Background: an optimization exercise with open tools, aiming at small area. Do not read the settings as production practice.
Function was checked by simulation only, so behaviour that the tests miss may differ from the original.
Power and IR drop assume default switching activity.

$ cat flow/config.mk
export PLATFORM = sky130hd
export DESIGN_NAME = clock_project_top
export DESIGN_NICKNAME = clock_project_top
export VERILOG_FILES = /design/flow/design.v
export SDC_FILE = /design/flow/constraint.sdc
export NUM_CORES = 4
export LEC_CHECK = 0
export CAP_MARGIN = 10
export CORE_MARGIN = 2
export CORE_UTILIZATION = 65
export PLACE_DENSITY = 0.72
export SLEW_MARGIN = 10
$ cat flow/constraint.sdc
create_clock -name core_clock -period 20.0 [get_ports {CLK100MHZ}]
set_input_delay 4.0000 -clock core_clock [delete_from_list [all_inputs] [get_ports {CLK100MHZ}]]
set_output_delay 4.0000 -clock core_clock [all_outputs]
set_load 0.01 [all_outputs]
$ cat flow/design.v
`timescale 1ns / 1ps
module clock_project_top (
        input CLK100MHZ,
        input por_n,
        input btn_rst, btn_set, btn_alm, btn_ent, btn_ret, btn_bstep,
        input [5:0] SW,
        input  rx,
        output tx,
        output reg [7:0] a_to_g,
        output reg [7:0] an,
        output reg [5:0] LED,
        output [2:0] I_RGB_LED, II_RGB_LED
    );
    parameter SEC_HI     = 299;
    parameter SCAN_W     = 10;
    parameter BLINK_BIT  = 18;
    parameter [11:0] DELTA_TERM = 12'h1c1;
    parameter [17:0] RBLK_TERM  = 18'h28ee7;
    localparam SEC_W   = SCAN_W + 9;
    localparam [SEC_W-1:0] SEC_LAST = ((SEC_HI + 1) << SCAN_W) - 1;
    wire clk = CLK100MHZ;
    wire por = ~por_n;
    reg [2:0] db_set, db_alm, db_ent, db_ret, db_bst;
    always @(posedge clk)
        if (por) begin
            db_set <= 3'b0;
            db_alm <= 3'b0;
            db_ent <= 3'b0;
            db_ret <= 3'b0;
            db_bst <= 3'b0;
        end else begin
            db_set <= {db_set[1:0], btn_set};
            db_alm <= {db_alm[1:0], btn_alm};
            db_ent <= {db_ent[1:0], btn_ent};
            db_ret <= {db_ret[1:0], btn_ret};
            db_bst <= {db_bst[1:0], btn_bstep};
        end
    wire set_p = db_set[0] & db_set[1] & ~db_set[2];
    wire alm_p = db_alm[0] & db_alm[1] & ~db_alm[2];
    wire ent_p = db_ent[0] & db_ent[1] & ~db_ent[2];
    wire ret_p = db_ret[0] & db_ret[1] & ~db_ret[2];
    wire bst_p = db_bst[0] & db_bst[1] & ~db_bst[2];
    reg [BLINK_BIT:0] fcnt;
    always @(posedge clk)
        if (por)
            fcnt <= 0;
        else
            fcnt <= fcnt + 1'b1;
    wire       blink   = fcnt[BLINK_BIT];
    wire [7:0] window  = fcnt[7:0];
    wire       os_tick = ~fcnt[0];
    reg [1:0] mode;
    wire m_set = mode[0];
    wire m_alm = mode[1];
    wire m_clk = ~(mode[0] | mode[1]);
    wire rst_time = m_clk & ~btn_rst;
    wire rst_set  = m_set & ~btn_rst;
    wire rst_alm  = m_alm & ~btn_rst;
    wire ent_set  = m_set & ent_p;
    wire bst_set  = m_set & bst_p;
    wire ent_alm  = m_alm & ent_p;
    wire bst_alm  = m_alm & bst_p;
    reg done, done_prev, load_set;
    reg alm_done;
    wire set_done_pulse = done & ~done_prev;
    reg [1:0] next_mode;
    always @(*) begin
        if (m_set)
            next_mode = (set_done_pulse | ret_p | ~btn_rst) ? 2'b00 : 2'b01;
        else if (m_alm)
            next_mode = (alm_done | ret_p | ~btn_rst) ? 2'b00 : 2'b10;
        else
            next_mode = set_p ? 2'b01 : (alm_p ? 2'b10 : 2'b00);
    end
    always @(posedge clk)
        if (por) begin
            mode      <= 2'b00;
            done_prev <= 1'b0;
            load_set  <= 1'b0;
        end else begin
            mode      <= next_mode;
            done_prev <= done;
            load_set  <= set_done_pulse;
        end
    reg       rx_r;
    reg       rxst0, rxst1;
    wire [1:0] rxst = {rxst1, rxst0};
    reg [3:0] osb;
    reg [8:0] rsh;          
    reg       rx_done;
    wire [7:0] rxd = rsh[8:1];
    always @(posedge clk)
        if (por)
            rx_r <= 1'b1;
        else
            rx_r <= rx;
    reg [1:0] rxst_nx;
    always @(*)
        case (rxst)
            2'd0:    rxst_nx = rx_r ? 2'd0 : 2'd1;
            2'd1:    rxst_nx = (osb != 4'd8) ? 2'd1 : (rx_r ? 2'd0 : 2'd2);
            2'd2:    rxst_nx = (osb == 4'd15 && rsh[1]) ? 2'd3 : 2'd2;
            default: rxst_nx = (osb == 4'd15) ? 2'd0 : 2'd3;
        endcase
    always @(posedge clk)
        if (por) begin
            rxst0 <= 1'b0;
            rxst1 <= 1'b0;
        end else if (os_tick) begin
            rxst0 <= rxst_nx[0];
            rxst1 <= rxst_nx[1];
        end
    always @(posedge clk) begin
        rx_done <= 1'b0;
        if (~por && os_tick)
            case (rxst)
                2'd0: osb <= 4'd1;
                2'd1: if (osb == 4'd8) osb <= 4'd0;
                      else osb <= osb + 1'b1;
                default: begin
                          osb <= osb + 1'b1;
                          if (rxst[0] && osb == 4'd15)
                              rx_done <= rx_r;
                      end
            endcase
    end
    always @(posedge clk)
        if (os_tick) begin
            if (rxst == 2'd1 && osb == 4'd8)
                rsh <= 9'h100;
            else if (rxst == 2'd2 && osb == 4'd15)
                rsh <= {rx_r, rsh[8:1]};
        end
    reg [2:0] cst;
    reg uart_set_pulse, uart_alm_pulse;
    reg [3:0] n_mon;
    reg [4:0] n_day, n_hour;    
    reg [5:0] n_min;
    always @(posedge clk)
        if (por) begin
            cst            <= 3'd0;
            uart_set_pulse <= 1'b0;
            uart_alm_pulse <= 1'b0;
        end else begin
            uart_set_pulse <= 1'b0;
            uart_alm_pulse <= 1'b0;
            if (rx_done)
                case (cst)
                    3'd0: if (rxd == 8'hAA) cst <= 3'd1;
                          else if (rxd == 8'hBB) cst <= 3'd6;
                    3'd1: cst <= (rxd >= 8'd1 && rxd <= 8'd12) ? 3'd2 : 3'd0;
                    3'd2: cst <= (rxd >= 8'd1 && rxd <= 8'd31) ? 3'd3 : 3'd0;
                    3'd3: cst <= (rxd < 8'd24) ? 3'd4 : 3'd0;
                    3'd4: cst <= (rxd < 8'd60) ? 3'd5 : 3'd0;
                    3'd5: begin
                              uart_set_pulse <= (rxd < 8'd60);
                              cst <= 3'd0;
                          end
                    3'd6: cst <= (rxd < 8'd24) ? 3'd7 : 3'd0;
                    3'd7: begin
                              uart_alm_pulse <= (rxd < 8'd60);
                              cst <= 3'd0;
                          end
                endcase
        end
    always @(posedge clk)
        if (rx_done)
            case (cst)
                3'd1: n_mon   <= rxd[3:0];
                3'd2: n_day   <= rxd[4:0];
                3'd3: n_hour  <= rxd[4:0];
                3'd4: n_min   <= rxd[5:0];
                3'd6: n_day   <= rxd[4:0];
                default: ;
            endcase
    wire [5:0] c59 = (SW > 6'd59) ? 6'd59 : SW;
    wire [4:0] c23 = (SW[4:0] > 5'd23) ? 5'd23 : SW[4:0];
    wire [3:0] c12 = (SW[3:0] > 4'd12) ? 4'd12 : ((SW[3:0] == 4'd0) ? 4'd1 : SW[3:0]);
    function [4:0] mdays4;
        input [3:0] m;
        case (m)
            4'd1, 4'd3, 4'd5, 4'd7, 4'd8, 4'd10, 4'd12: mdays4 = 5'd31;
            4'd4, 4'd6, 4'd9, 4'd11:                    mdays4 = 5'd30;
            default:                                     mdays4 = 5'd28;
        endcase
    endfunction
    localparam A_IDLE = 3'b000, A_ACT = 3'b001, A_WAKE = 3'b010,
               A_SH   = 3'b100, A_SM  = 3'b101, A_SD   = 3'b110;
    reg [2:0] ast;
    reg [4:0] alm_hour;
    reg [5:0] alm_min;
    wire ringing = (ast == A_WAKE);
    localparam S_MON = 3'd0, S_DAY = 3'd1, S_HOUR = 3'd2, S_MIN = 3'd3,
               S_SEC = 3'd4, S_DONE = 3'd5;
    reg [2:0] sst;
    reg [3:0] set_month;
    reg [4:0] set_hour;
    reg       set_day1;     
    reg [5:0] set_min, set_sec;
    always @(posedge clk)
        if (por) begin
            sst       <= S_MON;
            done      <= 1'b0;
            set_month <= 4'd0;
            set_day1  <= 1'b0;
            set_hour  <= 5'd0;
            set_min   <= 6'd0;
            set_sec   <= 6'd0;
        end else if (rst_set) begin
            sst       <= S_MON;
            done      <= 1'b0;
            set_month <= 4'd1;
            set_day1  <= 1'b1;
            set_hour  <= 5'd0;
            set_min   <= 6'd0;
            set_sec   <= 6'd0;
        end else if (ret_p)
            sst <= S_MON;
        else if (bst_set)
            case (sst)
                S_DAY:  sst <= S_MON;
                S_HOUR: sst <= S_DAY;
                S_MIN:  sst <= S_HOUR;
                S_SEC:  sst <= S_MIN;
                S_DONE: sst <= S_SEC;
                default: ;
            endcase
        else if (ent_set & ~ringing)
            case (sst)
                S_MON: begin
                    if (set_month > 4'd12) set_month <= 4'd12;
                    else if (set_month == 4'd0) set_month <= 4'd1;
                    else set_month <= SW[3:0];
                    sst <= S_DAY;
                end
                S_DAY: begin
                    set_day1 <= 1'b1;
                    sst <= S_HOUR;
                end
                S_HOUR: begin
                    set_hour <= c23;
                    sst <= S_MIN;
                end
                S_MIN: begin
                    set_min <= c59;
                    sst <= S_SEC;
                end
                S_SEC: begin
                    set_sec <= c59;
                    sst <= S_DONE;
                end
                S_DONE: begin
                    done <= 1'b1;
                    sst <= S_MON;
                end
                default: ;
            endcase
        else
            done <= 1'b0;
    wire [3:0] sm_nz = (set_month == 4'd0) ? 4'd1 : set_month;
    wire [4:0] dd_max = mdays4(sm_nz);
    wire [4:0] c_day = (SW[4:0] == 5'd0) ? 5'd1 : ((SW[4:0] > dd_max) ? dd_max : SW[4:0]);
    wire [5:0] disp_sec = (sst == S_SEC) ? (blink ? 6'd0 : c59) : set_sec;
    reg [SEC_W-1:0] q;        
    reg [5:0] sec, min;
    reg [4:0] hour;
    reg [6:0] day;
    reg       day_cout;
    reg [5:0] month;
    wire cy    = ((q & SEC_LAST) == SEC_LAST);
    wire sec59 = ((sec & 6'd59) == 6'd59);
    wire min59 = ((min & 6'd59) == 6'd59);
    wire hr23  = ((hour & 5'd23) == 5'd23);
    wire [4:0] max_days = mdays4(month[3:0]);
    wire load_time = load_set | uart_set_pulse;
    wire [5:0] l_sec   = uart_set_pulse ? rxd[5:0] : set_sec;
    wire [5:0] l_min   = uart_set_pulse ? n_min    : set_min;
    wire [4:0] l_hour  = uart_set_pulse ? n_hour   : set_hour;
    wire [4:0] l_day   = uart_set_pulse ? n_day    : {4'b0, set_day1};
    wire [3:0] l_month = uart_set_pulse ? n_mon    : set_month;
    wire ce_min   = cy & sec59;
    wire ce_hour  = ce_min & min59;
    wire ce_day   = ce_hour & hr23;
    wire ce_month = ce_day & day_cout;
    always @(posedge clk)
        if (por | rst_time | cy)
            q <= 0;
        else
            q <= q + 1'b1;
    always @(posedge clk)
        if (por) begin
            sec      <= 6'd0;
            min      <= 6'd0;
            hour     <= 5'd0;
            day      <= 7'd0;
            day_cout <= 1'b0;
            month    <= 6'd0;
        end else if (rst_time) begin
            sec      <= 6'd0;
            min      <= 6'd20;
            hour     <= 5'd4;
            day      <= 7'd17;
            day_cout <= 1'b0;
            month    <= 6'd8;
        end else if (load_time) begin
            sec      <= l_sec;
            min      <= l_min;
            hour     <= l_hour;
            day      <= {2'b00, l_day};
            day_cout <= 1'b0;
            month    <= {2'b00, l_month};
        end else begin
            if (cy)
                sec <= sec59 ? 6'd0 : sec + 1'b1;
            if (ce_min)
                min <= min59 ? 6'd0 : min + 1'b1;
            if (ce_hour)
                hour <= hr23 ? 5'd0 : hour + 1'b1;
            if (ce_day) begin
                if (day[5:0] == {1'b0, max_days}) begin
                    day      <= 7'd1;
                    day_cout <= 1'b1;
                end else begin
                    day      <= day + 1'b1;
                    day_cout <= 1'b0;
                end
            end
            if (ce_month)
                month <= (month == 6'd12) ? 6'd1 : month + 1'b1;
        end
    wire is_alarm_time = (ast == A_ACT) && (hour == alm_hour) &&
                         (min == alm_min) && (sec == 6'd0);
    always @(posedge clk)
        if (por | rst_alm) begin
            ast      <= A_IDLE;
            alm_hour <= 5'd0;
            alm_min  <= 6'd0;
            alm_done <= 1'b0;
        end else begin
            alm_done <= 1'b0;
            if (is_alarm_time)
                ast <= A_WAKE;
            else if (ringing & ent_alm)
                ast <= A_IDLE;
            else if ((ast == A_IDLE) & ent_alm)
                ast <= A_SH;
            else if (uart_alm_pulse) begin
                alm_hour <= n_day;
                alm_min  <= rxd[5:0];
                ast      <= A_ACT;
            end else if (ast[2]) begin
                if (ret_p)
                    ast <= A_IDLE;
                else if (bst_alm) begin
                    if (ast == A_SM) ast <= A_SH;
                    else if (ast == A_SD) ast <= A_SM;
                end else if (ent_alm)
                    case (ast)
                        A_SH: begin
                            alm_hour <= c23;
                            ast <= A_SM;
                        end
                        A_SM: begin
                            alm_min <= c59;
                            ast <= A_SD;
                        end
                        A_SD: begin
                            ast <= A_ACT;
                            alm_done <= 1'b1;
                        end
                        default: ;
                    endcase
            end else if ((ast == A_ACT) & ret_p)
                ast <= A_IDLE;
        end
    reg [11:0]        delta;
    reg [8:0]         valc;
    reg [17:0]        rbc;
    reg               rblink;
    reg [2:0]         rgb;
    always @(posedge clk)
        if (por) begin
            delta  <= 0;
            valc   <= 9'd0;
            rbc    <= 0;
            rblink <= 1'b0;
        end else begin
            if (delta == DELTA_TERM)
                delta <= 12'd0;
            else
                delta <= {delta[10:0], ~(delta[11] ^ delta[5] ^ delta[3] ^ delta[0])};
            if (delta == 12'd0)
                valc <= ((valc & 9'd383) == 9'd383) ? 9'd0 : valc + 1'b1;
            if (rbc == RBLK_TERM) begin
                rbc    <= 18'd0;
                rblink <= ~rblink;
            end else
                rbc <= {rbc[16:0], ~(rbc[17] ^ rbc[10])};
        end
    wire       wlow = ~|window[7:2];
    wire [6:0] incv = valc[6:0];
    wire [6:0] decv = ~valc[6:0];
    wire inc_on = wlow & ((|incv[6:2]) | (incv[1:0] > window[1:0]));
    wire dec_on = wlow & ((|decv[6:2]) | (decv[1:0] > window[1:0]));
    wire fade   = (ast == A_ACT);
    reg r_on, g_on, b_on;
    always @(*) begin
        r_on = 1'b0;
        g_on = 1'b0;
        b_on = 1'b0;
        if (ringing)
            r_on = rblink & ~&window;
        else if (fade)
            case (valc[8:7])
                2'b00: begin
                    r_on = inc_on;
                    g_on = dec_on;
                end
                2'b01: begin
                    r_on = dec_on;
                    b_on = inc_on;
                end
                default: begin
                    g_on = inc_on;
                    b_on = dec_on;
                end
            endcase
    end
    always @(posedge clk)
        if (por)
            rgb <= 3'b000;
        else
            rgb <= {r_on, g_on, b_on};
    assign I_RGB_LED  = rgb;
    assign II_RGB_LED = rgb;
    reg [1:0] tst;          
    reg [2:0] ttype;        
    reg       ustart;
    reg [3:0] r_mon;
    reg [4:0] r_day, r_hour;
    reg [5:0] r_min, r_sec;
    reg [9:0] tsh;          
    reg [4:0] baud;
    reg       tx_r;
    wire tbusy = |tsh;
    always @(posedge clk)
        if (por | ~btn_rst) begin
            ustart <= 1'b0;
            tst    <= 2'd0;
            r_mon  <= 4'd0;
            r_day  <= 5'd0;
            r_hour <= 5'd0;
            r_min  <= 6'd0;
            r_sec  <= 6'd0;
        end else if (~tbusy) begin
            case (tst)
                2'd0: begin
                    tst <= 2'd1;
                    if (month[3:0] != r_mon)
                        r_mon <= month[3:0];
                    else if (day[4:0] != r_day)
                        r_day <= day[4:0];
                    else if (hour != r_hour)
                        r_hour <= hour;
                    else if (min != r_min)
                        r_min <= min;
                    else if (sec != r_sec)
                        r_sec <= sec;
                    else
                        tst <= 2'd0;
                end
                2'd1: begin
                    ustart <= 1'b1;
                    tst <= 2'd2;
                end
                2'd2: begin
                    ustart <= 1'b1;
                    tst <= 2'd3;
                end
                2'd3: begin
                    ustart <= 1'b1;
                    tst <= 2'd0;
                end
            endcase
        end else
            ustart <= 1'b0;
    always @(posedge clk)
        if (~tbusy && tst == 2'd0) begin
            if (month[3:0] != r_mon)   ttype <= 3'd4;
            else if (day[4:0] != r_day) ttype <= 3'd3;
            else if (hour != r_hour)    ttype <= 3'd2;
            else if (min != r_min)      ttype <= 3'd1;
            else                        ttype <= 3'd0;
        end
    reg [5:0] tvalue;
    always @(*)
        case (ttype)
            3'd4:    tvalue = {2'b00, r_mon};
            3'd3:    tvalue = {1'b0, r_day};
            3'd2:    tvalue = {1'b0, r_hour};
            3'd1:    tvalue = r_min;
            default: tvalue = r_sec;
        endcase
    wire [7:0] tdata = (tst == 2'd2) ? {5'b10110, ttype} : {2'b00, tvalue};
    always @(posedge clk)
        if (por | ~btn_rst) begin
            tsh  <= 10'd0;
            baud <= 5'd0;
            tx_r <= 1'b1;
        end else if (~tbusy) begin
            baud <= 5'd0;
            tx_r <= 1'b1;
            if (ustart)
                tsh <= {1'b1, tdata, 1'b0};
        end else begin
            baud <= baud + 1'b1;
            tx_r <= tsh[0];
            if (&baud)
                tsh <= {1'b0, tsh[9:1]};
        end
    assign tx = tx_r;
    reg [SCAN_W-1:0] cnt_set, cnt_alm;
    always @(posedge clk)
        if (por | rst_set)
            cnt_set <= 0;
        else
            cnt_set <= cnt_set + 1'b1;
    always @(posedge clk)
        if (por | rst_alm)
            cnt_alm <= 0;
        else
            cnt_alm <= cnt_alm + 1'b1;
    wire [2:0] mpx = m_set ? cnt_set[SCAN_W-1:SCAN_W-3] :
                     m_alm ? cnt_alm[SCAN_W-1:SCAN_W-3] :
                             q[SCAN_W-1:SCAN_W-3];
    wire [1:0] pos = mpx[2:1];
    wire edit = (m_set & ~sst[2] & (sst[1:0] == ~pos)) |
                (m_alm & (((ast == A_SH) & (pos == 2'd1)) | ((ast == A_SM) & (pos == 2'd0))));
    reg [6:0] fval;
    always @(*)
        if (edit)
            case (pos)
                2'd0:    fval = {1'b0, c59};
                2'd1:    fval = {2'b0, c23};
                2'd2:    fval = {2'b0, c_day};
                default: fval = {3'b0, c12};
            endcase
        else
            case (pos)
                2'd0:    fval = m_set ? {1'b0, set_min}  : m_alm ? {1'b0, alm_min}  : {1'b0, min};
                2'd1:    fval = m_set ? {2'b0, set_hour} : m_alm ? {2'b0, alm_hour} : {2'b0, hour};
                2'd2:    fval = m_set ? 7'd1 : day;
                default: fval = m_set ? {3'b0, sm_nz} : {3'b0, month[3:0]};
            endcase
    wire [3:0] tens  = fval / 7'd10;
    wire [3:0] units = fval - tens * 4'd10;
    wire [3:0] digit = mpx[0] ? tens : units;
    reg [6:0] seg;
    always @(*)
        case (digit)
            4'd0: seg = 7'b0000001;
            4'd1: seg = 7'b1001111;
            4'd2: seg = 7'b0010010;
            4'd3: seg = 7'b0000110;
            4'd4: seg = 7'b1001100;
            4'd5: seg = 7'b0100100;
            4'd6: seg = 7'b0100000;
            4'd7: seg = 7'b0001111;
            4'd8: seg = 7'b0000000;
            default: seg = 7'b0000100;
        endcase
    wire blank_seg = m_alm & mpx[2];
    wire dp = ~(mpx[1] & ~mpx[0]);
    wire blank_dig = blink & edit;
    always @(*) begin
        a_to_g = blank_seg ? 8'hFF : {dp, seg};
        an     = blank_dig ? 8'hFF : ~(8'b1 << mpx);
        LED    = (~btn_rst | m_alm) ? 6'd0 : (m_set ? disp_sec : sec);
    end
endmodule
$ cat flow/flow/run.sh
#!/bin/bash
# Own layout flow: the standard flow (standard.sh), except
#  - synthesis maps the logic with an area-oriented ABC script
#    (flow/abc_area.script: deepsyn, two rounds of &dch/&nf area mapping,
#    then don't-care based area recovery with mfs3) and leaves adders to
#    ABC instead of the half/full-adder cell map; registers are made
#    exactly as in the standard synthesis. Should ABC fail on that
#    script, synthesis is rerun with flow/abc_area_safe.script (the same
#    without mfs3);
#  - port buffers use the smallest buffer cell;
#  - clock tree: larger sink clusters, no dummy loads.
# Each step's full output goes to a log file in this folder (and ORFS's
# own per-step logs under orfs/logs/).
set -euo pipefail
W=$(pwd)

# ORFS scripts folder with the ABC script replaced
mkdir -p "$W/scripts_area"
for f in "$FLOW_HOME"/scripts/*; do
    ln -sf "$f" "$W/scripts_area/"
done
use_abc_script() {
    rm -f "$W/scripts_area/abc_area.script" "$W/scripts_area/abc_speed.script"
    cp "$1" "$W/scripts_area/abc_area.script"
    cp "$1" "$W/scripts_area/abc_speed.script"
}

# synthesis
use_abc_script "$W/flow/abc_area.script"
if ! bash standard.sh SCRIPTS_DIR="$W/scripts_area" ADDER_MAP_FILE= synth > "$W/synth.log" 2>&1; then
    use_abc_script "$W/flow/abc_area_safe.script"
    bash standard.sh SCRIPTS_DIR="$W/scripts_area" ADDER_MAP_FILE= synth > "$W/synth_safe.log" 2>&1
fi

# floorplan to final layout, standard scripts
export BUFFER_PORTS_ARGS="-buffer_cell sky130_fd_sc_hd__buf_1"
export CTS_ARGS="-sink_clustering_enable -repair_clock_nets -dont_use_dummy_load -sink_clustering_size 27 -sink_clustering_max_diameter 90"
bash standard.sh finish > "$W/layout.log" 2>&1
$ cat flow/flow/abc_area.script
strash
&get -n
&fraig -x
&put
scorr
dc2
dretime
strash
&get -n
&deepsyn -T 120
&put
&get -n
&dch -f
&nf -R 1000
&put
strash
&get -n
&dch -f
&nf -R 1000
&put
mfs3 -a -H 6 -R 2
$ cat flow/flow/abc_area_safe.script
strash
&get -n
&fraig -x
&put
scorr
dc2
dretime
strash
&get -n
&deepsyn -T 120
&put
&get -n
&dch -f
&nf -R 1000
&put
strash
&get -n
&dch -f
&nf -R 1000
&put
$ cat flow/standard.sh
#!/bin/bash
# synth_recipe.tcl (not shown) runs the flow's synth.tcl, then flattens the netlist and writes it again
# the make line also repeats each setting of config.mk as NAME=value (left out here)
make -C /OpenROAD-flow-scripts/flow DESIGN_CONFIG=/design/flow/config.mk WORK_HOME=/design/flow/orfs CLKGATE_MAP_FILE= SYNTH_SCRIPT=/design/flow/synth_recipe.tcl "${@:-finish}"
==> flow_summary.toml, run 1 <==
[placed_design]
place_area_um2 = 12700
gp_congestion = 1.02
hpwlAfterDp_mm = 23.9
dp.cells = 1635
io_buffer_count = 43

[synth]
synth_edf_count = 35
synthFlopType = "dfxtp_1"
synth_top_area_frac = 0.405
async_flop_share = 0
syn-num-nets = 1366
syn_avg_cell_area_um2 = 8.99
ys_seq_area_frac = 0.492
synth_area_leaders = "dfxtp_1 (41%), edfxtp_1 (8.6%), a21oi_1 (4.2%), nor2_1 (3.9%), nand2_1 (3.8%)"
syn_area_um2 = 12200
yosysUniqueCellTypes = 57
synth_cells = 1351
ys_ff_latch = 281
ys_warn_count = 1
yosysTopAreaCell = "dfxtp_1"

[sta]
setup_violations = 0
period_share = 0.585
skew_ps = 32.9
hold_violations = 0
fmax_mhz = 85.4
rsz0062_at_grt = "false"
max-slew-margin-rel = 0.210
slew_viol_final = 0
tns_ps = 0
layout_min_cycle_time_ps = 11710
worst_pin_slew_ps = 1180

[worst_setup_path]
start_kind = "primary input"
arrival_ps = 7710
critical_path_buf_inv_count = 3
max_stage_delay_ps = 480
worstSetupStartpoint = "SW[3]"
ff2ff_path_depth = 18
worstPathCellList = "buf_1 -> and3_1 -> nand2_1 -> nand3_1 -> o21ai_0 -> nor2_1 -> a21oi_1 -> and2_0 -> a211o_1 -> o2111ai_1 -> a211oi_1 -> o21ai_0 -> o31ai_1 -> nand2_1 -> clkinv_1 -> or3_1 -> o21ai_0 -> buf_1"
worst_setup_path_end_kind = "output port"
crit_end = "a_to_g[4]"
reg2reg_slack_ps = 14570
crit_slowest_cell = "buf_1"
worst-setup-path-type = "primary input to output port"
worst_path_dominant_cell_family = "simple AND/OR/NAND/NOR gates"
r2r-start = "q[0]"
crit_fanout = 14
worst-endpoint-required_ps = 16000
crit_cells = 18
timing.critical_path.mode_cell = "o21ai_0"
reg2reg_to = "day[2]"

[clock_network]
cts-htree-levels = 1
clk_latency_ps = 490
cts.reportedPaths.clkPinSlew_ps = 100
cts_root_buf = "clkbuf_16"
hold_buffers = 0
cts_setup_buffers = 0
cts_buffers = 14
cts_resized = 0
clock_path_buffers = 3
cts_tree = "yes"
cts.sinks = 281

[grt]
grt_util_all_layers = 0.327
antenna_found_initial = 0
grt_first_pass_wirelength_mm = 52.0
grt_remaining_overflow = 0
grt_pass1_vias = 9693
grt_max_degree = 73

[routing]
drt-vias-per-instance = 6.56
drtIter0Drc = 1099
wl_per_cell_um = 19.9
ant_nets = 0
drcViolationCount = 0
wirelength_mm = 32.9
first_pass_iters = 5
vias = 10800

[outcome]
status = "complete, no violations"

[layout]
fin_area_um2 = 13000
layout_common_cells = "dfxtp_1 (246), nor2_1 (125), nand2_1 (122)"
final_util = 0.703
fin_nets = 1432
syn2layout_area_growth_pct = 7.13
instances_no_fill = 1649
insertedDiodeCount = 0
drive_gt1_frac = 0.0184
nFillCells = 1552
layout_commonest_cell = "dfxtp_1"

[floorplan]
die_w_um = 141
core_um2 = 18500
die_y_um = 141
ioPinCount = 44
rows = 50
die-area_um2 = 19800
start_util = 0.656

[pwr]
ir_worst_vdd_mv = 0.0655
p_leak_nw = 4.66
fin_total_pwr_mw = 0.962
power_density_nw_per_um2 = 73.9

[worst_hold_path]
min_path_type = "flop to flop"

[flow_run]
maxCapViolCount = 0
## how the worst min path moves through the flow
stage / start / end / cells past startpoint
6_report: done_prev / load_set / 1
5_1_grt: done_prev / load_set / 1
4_1_cts: done_prev / load_set / 1
3_5_place_dp: done_prev / load_set / 1
3_3_place_gp: done_prev / load_set / 1
2_1_floorplan: done_prev / load_set / 1
## metrics by stage
stage | hold slack [ps] | worst slack [ps]
detailed placement | 399 | 8340
floorplan | 380 | 9200
CTS | 413 | 8350
global placement | 391 | 8430
global route | 439 | 7850
finish | 411 | 8290
## routing by layer
metal,track usage,vias to the layer above,wire (um)
met1,0.461,5101,14100
met4,0.118,0,1320
met2,0.510,465,14600
met3,0.0591,84,2870
met5,0,-,0
li1,-,5168,-
## cell families (layout without fill, tap and decap cells)
group	count (synthesis)	count (layout)	synth area share
simple gates	581	581	0.242
compound gates	390	390	0.209
flops	281	281	0.492
xor+xnor	53	53	0.0382
buf+inv	40	104	0.0133
mux	6	6	0.00515
## cell type report
class | instances | area (um^2) | area share
well taps | 234 | 293 | 0.0225
clock buffers | 14 | 350 | 0.0269
repair buffers | 53 | 238 | 0.0183
inverters | 37 | 139 | 0.0107
multi-input cells | 1030 | 6020 | 0.463
flip-flops and latches | 281 | 5980 | 0.459
## cells in the mapped netlist (16+ instances only)
master and count:
dfxtp_1 246, nor2_1 125, nand2_1 122, a21oi_1 103
o21ai_0 91, nor3_1 74, and2_0 61, and3_1 52
a22o_1 47, clkinv_1 37, edfxtp_1 35, xnor2_1 34
nand3_1 32, a22oi_1 31, nand2b_1 21, o22ai_1 20
xor2_1 19, nor2b_1 17, nor4_1 16
## flip-flops by register name (all words and copies together) (netlist names), 7 cells and up
register	count
tsh	10
fcnt	19
cnt_alm	10
delta	12
rbc	18
day	7
rsh	8
valc	9
q	19
cnt_set	10
## where the power goes
group	switching (mW)	internal, mW
clock	0.170	0.127
combinational	0.0487	0.0256
sequential	0.0119	0.580
total	0.230	0.732
==> run 2: changes to the inputs <==
--- a/flow/flow/run.sh
+++ b/flow/flow/run.sh
@@ -6,5 +6,5 @@
 #    ABC instead of the half/full-adder cell map; registers are made
-#    exactly as in the standard synthesis. Should ABC fail on that
-#    script, synthesis is rerun with flow/abc_area_safe.script (the same
-#    without mfs3);
+#    exactly as in the standard synthesis. mfs3 can abort ABC, so should
+#    that happen synthesis is rerun with flow/abc_area_mfs.script (plain
+#    mfs3 -a) and then with flow/abc_area_safe.script (no mfs3);
 #  - port buffers use the smallest buffer cell;
@@ -26,9 +26,9 @@
 }
+synth_with() {
+    use_abc_script "$W/flow/$1.script"
+    bash standard.sh SCRIPTS_DIR="$W/scripts_area" ADDER_MAP_FILE= synth > "$W/synth_$1.log" 2>&1
+}
 
 # synthesis
-use_abc_script "$W/flow/abc_area.script"
-if ! bash standard.sh SCRIPTS_DIR="$W/scripts_area" ADDER_MAP_FILE= synth > "$W/synth.log" 2>&1; then
-    use_abc_script "$W/flow/abc_area_safe.script"
-    bash standard.sh SCRIPTS_DIR="$W/scripts_area" ADDER_MAP_FILE= synth > "$W/synth_safe.log" 2>&1
-fi
+synth_with abc_area || synth_with abc_area_mfs || synth_with abc_area_safe
 
==> flow/flow/abc_area_mfs.script (new file) <==
strash
&get -n
&fraig -x
&put
scorr
dc2
dretime
strash
&get -n
&deepsyn -T 120
&put
&get -n
&dch -f
&nf -R 1000
&put
strash
&get -n
&dch -f
&nf -R 1000
&put
mfs3 -a
==> flow_summary.toml, run 2 <==
[sta]
slew_viol_final = 0
rsz0062_at_grt = "false"
hold_violations = 0
setup_violations = 0
whs_ps = 411
period_share = 0.585
worst_pin_slew_ps = 1180
max-slew-margin-rel = 0.210
layout_min_cycle_time_ps = 11710
skew_ps = 32.9
tns_ps = 0
fmax_mhz = 85.4

[layout]
multi_input_area_um2 = 6020
fin_nets = 1432
insertedDiodeCount = 0
regArea_um2 = 5980
nFillCells = 1552
final_util = 0.703
top_regs = "fcnt x19, q x19, rbc x18"
layout_common_cells = "dfxtp_1 (246), nor2_1 (125), nand2_1 (122)"
drive_gt1_frac = 0.0184
layout_commonest_cell = "dfxtp_1"
syn2layout_area_growth_pct = 7.13

[worst_setup_path]
start_kind = "primary input"
worst-setup-path-type = "primary input to output port"
crit_fanout = 14
reg2reg_slack_ps = 14570
worst_setup_path_end_kind = "output port"
arrival_ps = 7710
worst-endpoint-required_ps = 16000

[synth]
synth.most_common_cell = "dfxtp_1"
syn-num-nets = 1366
syn_area_um2 = 12200
ys_ff_latch = 281
syn_avg_cell_area_um2 = 8.99
synthFlopType = "dfxtp_1"
yosysTopAreaCell = "dfxtp_1"
synth_area_leaders = "dfxtp_1 (41%), edfxtp_1 (8.6%), a21oi_1 (4.2%), nor2_1 (3.9%), nand2_1 (3.8%)"
async_flop_share = 0
yosysUniqueCellTypes = 57
synth_commonest_cells = "dfxtp_1 (246), nor2_1 (125), nand2_1 (122)"
ys_warn_count = 1
ys_seq_area_frac = 0.492
synth_cells = 1351
synth_top_area_frac = 0.405
synth_edf_count = 35

[clock_network]
cts.sinks = 281
cts.reportedPaths.clkPinSlew_ps = 100
cts_resized = 0
cts_setup_buffers = 0
clock_path_buffers = 3
hold_buffers = 0
cts_buffers = 14
cts_tree = "yes"
cts_root_buf = "clkbuf_16"
clk_latency_ps = 490
cts-htree-levels = 1

[placed_design]
hpwlAfterDp_mm = 23.9
io_buffer_count = 43
gp_congestion = 1.02

[floorplan]
start_util = 0.656
die_y_um = 141
core_um2 = 18500
die-area_um2 = 19800
die_w_um = 141
ioPinCount = 44
rows = 50

[outcome]
status = "complete, no violations"

[grt]
grt_use_met3 = 0.0591
antenna_found_initial = 0
grt_pass1_vias = 9693
grt_util_all_layers = 0.327
grt_max_degree = 73
grt-busiest-layer = "met2"
grt_use_met1 = 0.461
grt_remaining_overflow = 0
met2_usage = 0.510
grt_first_pass_wirelength_mm = 52.0

[flow_run]
maxCapViolCount = 0

[routing]
vias = 10800
wirelength_mm = 32.9
ant_nets = 0
drtIter0Drc = 1099
drt-vias-per-instance = 6.56
wl_per_cell_um = 19.9
first_pass_iters = 5
drcViolationCount = 0

[pwr]
p_leak_nw = 4.66
ir_worst_vdd_mv = 0.0655
power_density_nw_per_um2 = 73.9

[worst_hold_path]
min_path_type = "flop to flop"
## run 2: cell counts after synthesis
No cell type changed its count.
## run 2: where the power goes
part / total, mW / switching (mW) / internal (mW)
registers: 0.592 / 0.0119 / 0.580
clock network: 0.296 / 0.170 / 0.127
logic: 0.0744 / 0.0487 / 0.0256
## run 2: kinds of logic after synthesis
logic type,count (synthesis),synth area share
and+or+nand+nor,581,0.242
AOI/OAI and AO/OA,390,0.209
DFF,281,0.492
xor gates and xnor gates,53,0.0382
buffers and inverters,40,0.0133
muxes,6,0.00515
## run 2: routing by layer
metal	routed length, um	vias to the layer above
met3	2870	84
met5	0	-
met1	14100	5101
met4	1320	0
li1	-	5168
met2	14600	465
## run 2: path summary, 6_finish.rpt
kind                            startpoint  depth (start not counted)   endpoint
worst max register to register        q[0]                         18     day[2]
worst max-delay path                 SW[3]                         18  a_to_g[4]
worst min-delay path             done_prev                          1   load_set
worst min register to register   done_prev                          1   load_set
## run 2: critical path: stages
cell and delay (ps):
buf_1 480, and3_1 300, nand2_1 90, nand3_1 130
o21ai_0 150, nor2_1 410, a21oi_1 80, and2_0 220
a211o_1 320, o2111ai_1 250, a211oi_1 70, o21ai_0 160
o31ai_1 130, nand2_1 120, clkinv_1 80, or3_1 360
o21ai_0 160, buf_1 170
## run 2: layout make-up
type,count,area share
flip-flops and latches,281,0.459
well taps,234,0.0225
repair buffers,53,0.0183
clock buffers,14,0.0269
multi-input cells,1030,0.463
inverters,37,0.0107
## run 2: through the flow
step | cells | worst slack, ps | area, um^2 | total power, mW
after global routing | 1649 | 7850 | 13000 | 0.996
after detailed placement | 1635 | 8340 | 12700 | 0.677
after CTS | 1649 | 8350 | 13000 | 0.965
after floorplan | 1351 | 9200 | 12200 | 0.651
final | 1649 | 8290 | 13000 | 0.962
after global placement | 1635 | 8430 | 12700 | 0.675
==> run 3: changes to the inputs <==
--- a/flow/flow/run.sh
+++ b/flow/flow/run.sh
@@ -3,3 +3,3 @@
 #  - synthesis maps the logic with an area-oriented ABC script
-#    (flow/abc_area.script: deepsyn, two rounds of &dch/&nf area mapping,
+#    (flow/abc_area.script: deepsyn for 4 minutes, two rounds of &dch/&nf area mapping,
 #    then don't-care based area recovery with mfs3) and leaves adders to
--- a/flow/flow/abc_area.script
+++ b/flow/flow/abc_area.script
@@ -9,3 +9,3 @@
 &get -n
-&deepsyn -T 120
+&deepsyn -T 240
 &put
--- a/flow/flow/abc_area_mfs.script
+++ b/flow/flow/abc_area_mfs.script
@@ -9,3 +9,3 @@
 &get -n
-&deepsyn -T 120
+&deepsyn -T 240
 &put
--- a/flow/flow/abc_area_safe.script
+++ b/flow/flow/abc_area_safe.script
@@ -9,3 +9,3 @@
 &get -n
-&deepsyn -T 120
+&deepsyn -T 240
 &put
==> flow_summary.toml, run 3 <==
[clock_network]
cts_tree = "yes"
cts_buffers = 14
cts_setup_buffers = 0
cts.reportedPaths.clkPinSlew_ps = 100
cts-htree-levels = 1
cts.sinks = 281
cts_resized = 0
clock_path_buffers = 3
cts_root_buf = "clkbuf_16"
clk_latency_ps = 510
hold_buffers = 0

[synth]
synth.most_common_cell = "dfxtp_1"
yosysUniqueCellTypes = 54
synth_commonest_cells = "dfxtp_1 (246), nor2_1 (140), nand2_1 (132)"
async_flop_share = 0
syn-num-nets = 1364
syn_area_um2 = 12100
synth_edf_count = 35
synth-xor-area-share = 0.0355
synth_top_family_by_area = "simple AND/OR/NAND/NOR gates"
ys_ff_latch = 281
synthAdderAreaFrac = 0
ys_seq_area_frac = 0.495
synth_cells = 1349
synthFlopType = "dfxtp_1"
synthSimpleGateAreaFrac = 0.240
synth_area_leaders = "dfxtp_1 (41%), edfxtp_1 (8.7%), nor2_1 (4.4%), a21oi_1 (4.1%), nand2_1 (4.1%)"
syn_avg_cell_area_um2 = 8.95
yosysTopAreaCell = "dfxtp_1"
muxShareOfSynthArea = 0.00746
synth_compound_area_frac = 0.207
ys_warn_count = 1
synth_top_area_frac = 0.408

[layout]
fin_nets = 1432
fin_area_um2 = 12900
drive_gt1_frac = 0.0205
layout_common_cells = "dfxtp_1 (246), nor2_1 (140), nand2_1 (132)"
layout_commonest_cell = "dfxtp_1"
insertedDiodeCount = 0
final_util = 0.716
syn2layout_area_growth_pct = 7.26
top_regs = "fcnt x19, q x19, rbc x18"

[routing]
drt-vias-per-instance = 6.37
vias = 10500
wirelength_mm = 30.4
first_pass_iters = 7
ant_nets = 0
drtIter0Drc = 1167
drcViolationCount = 0
wl_per_cell_um = 18.5

[worst_setup_path]
worstPathCellList = "buf_1 -> buf_4 -> and3_1 -> nand2_1 -> and2_0 -> a21oi_1 -> a21oi_1 -> or2_0 -> nor2_1 -> or3_1 -> a21oi_1 -> nor2_1 -> a211o_1 -> o21ai_0 -> clkinv_1 -> nand3_1 -> nand2_1 -> o21ai_0 -> nor2b_1 -> buf_1"
max_stage_delay_ps = 420
worst_path_dominant_cell_family = "simple AND/OR/NAND/NOR gates"
arrival_ps = 7640
worst-setup-path-type = "primary input to output port"
worst_setup_path_end_kind = "output port"
crit_slowest_cell = "or3_1"
critical_path_buf_inv_count = 4
worst-endpoint-required_ps = 16000
timing.critical_path.mode_cell = "a21oi_1"
start_kind = "primary input"
crit_fanout = 12

[floorplan]
core_um2 = 18100
die-area_um2 = 19700
ioPinCount = 44
rows = 49
start_util = 0.668
die_y_um = 140
die_w_um = 140

[placed_design]
gp_congestion = 1.04
hpwlAfterDp_mm = 22.3
place_area_um2 = 12600
io_buffer_count = 43

[outcome]
status = "complete, no violations"

[grt]
antenna_found_initial = 0
grt_util_all_layers = 0.306
grt_pass1_vias = 9554
grt_first_pass_wirelength_mm = 48.8
grt_remaining_overflow = 0
grt_max_degree = 60

[sta]
period_share = 0.582
rsz0062_at_grt = "false"
tns_ps = 0
max-slew-margin-rel = 0.266
skew_ps = 50.2
layout_min_cycle_time_ps = 11640
whs_ps = 428
setup_violations = 0
worst_pin_slew_ps = 1090
hold_violations = 0
slew_viol_final = 0
fmax_mhz = 85.9

[pwr]
ir_worst_vdd_mv = 0.0740
fin_total_pwr_mw = 0.960
power_density_nw_per_um2 = 74.1
p_leak_nw = 4.74

[worst_hold_path]
min_path_type = "flop to flop"

[flow_run]
maxCapViolCount = 0
-- run 3: kinds of logic after synthesis --
logic type                Yosys count
and+or+nand+nor                   582
AOI/OAI and AO/OA                 381
DFF                               281
xor gates and xnor gates           49
buffers and inverters              47
muxes                               9
-- run 3: final timing paths --
kind,start,to,slack [ps],depth (start not counted)
worst max register to register,q[0],month[2],15020,17
worst min register to register,done_prev,load_set,430,1
worst max-delay path,SW[3],a_to_g[4],8360,20
worst min-delay path,done_prev,load_set,430,1
-- run 3: cell type report --
type | instances | area, um^2
flip-flops and latches | 281 | 5980
clock buffers | 14 | 350
multi-input cells | 1021 | 5920
fillers | 1434 | 5140
inverters | 44 | 165
well taps | 229 | 287
repair buffers | 55 | 250
-- run 3: worst reg2reg max path, cell delays in order, from the launching register on --
cell	delay (ps)
dfxtp_1	380
and3_1	240
and3_1	260
and3_1	250
and3_1	220
and2_0	210
and3_1	230
and4_1	430
nand3_1	160
nor2_1	320
and3_1	350
nand2_1	170
nor4_1	320
buf_4	220
nor2b_1	290
nor2b_1	350
nor4b_1	140
a221o_1	340
-- run 3: per-layer routing --
layer | up-vias | routed length, um | part of all wire | track usage
met1 | 4797 | 13000 | 0.43 | 0.425
met4 | 0 | 1410 | 0.046 | 0.120
met2 | 486 | 13500 | 0.44 | 0.488
met3 | 103 | 2540 | 0.084 | 0.0403
li1 | 5079 | - | - | -
met5 | - | 0 | 0 | 0
-- run 3: per-stage QoR --
stage / setup slack (ps) / instances
floorplan: 9070 / 1349
global placement: 8590 / 1629
detailed placement: 8440 / 1629
CTS: 8410 / 1643
global route: 8100 / 1644
finish: 8360 / 1644
-- run 3: power by group --
group | leakage, nW | switching (mW) | internal, mW
combinational | 2.26 | 0.0491 | 0.0264
sequential | 2.31 | 0.0113 | 0.580
clock | 0.173 | 0.167 | 0.126
total | 4.74 | 0.228 | 0.732

static timing again, ports no longer ideal:
The results above use ideal ports. As a check the final layouts listed here were re-extracted and re-timed, cells and wires unchanged.
Step 1 (the two cells are an assumption about what drives the block):
set clk [get_ports {CLK100MHZ}]
set_driving_cell -lib_cell sky130_fd_sc_hd__clkbuf_16 $clk
set_driving_cell -lib_cell sky130_fd_sc_hd__buf_2 [delete_from_list [all_inputs] $clk]
Step 2 moves the port delays by t, midway between the first and last clock arrival at a register: inputs arrive t later, outputs are due t later. That takes back most of the time a late clock gives input paths.
Three values: no drivers, after step 1, after step 2; two values: the first two.
| run | t, ns | setup WS [ns] | latest minus earliest clock arrival (ns) | slew at the worst register clock pin (ns) |
|---|---|---|---|---|
| run 1 | 0.524 | 8.292 / 8.246 / 8.246 | 0.034 / 0.034 | 0.11 / 0.11 |
| run 2 | 0.524 | 8.292 / 8.246 / 8.246 | 0.034 / 0.034 | 0.11 / 0.11 |
| run 3 | 0.528 | 8.361 / 8.338 / 8.338 | 0.050 / 0.050 | 0.10 / 0.10 |
After both steps every run listed still meets setup and hold.
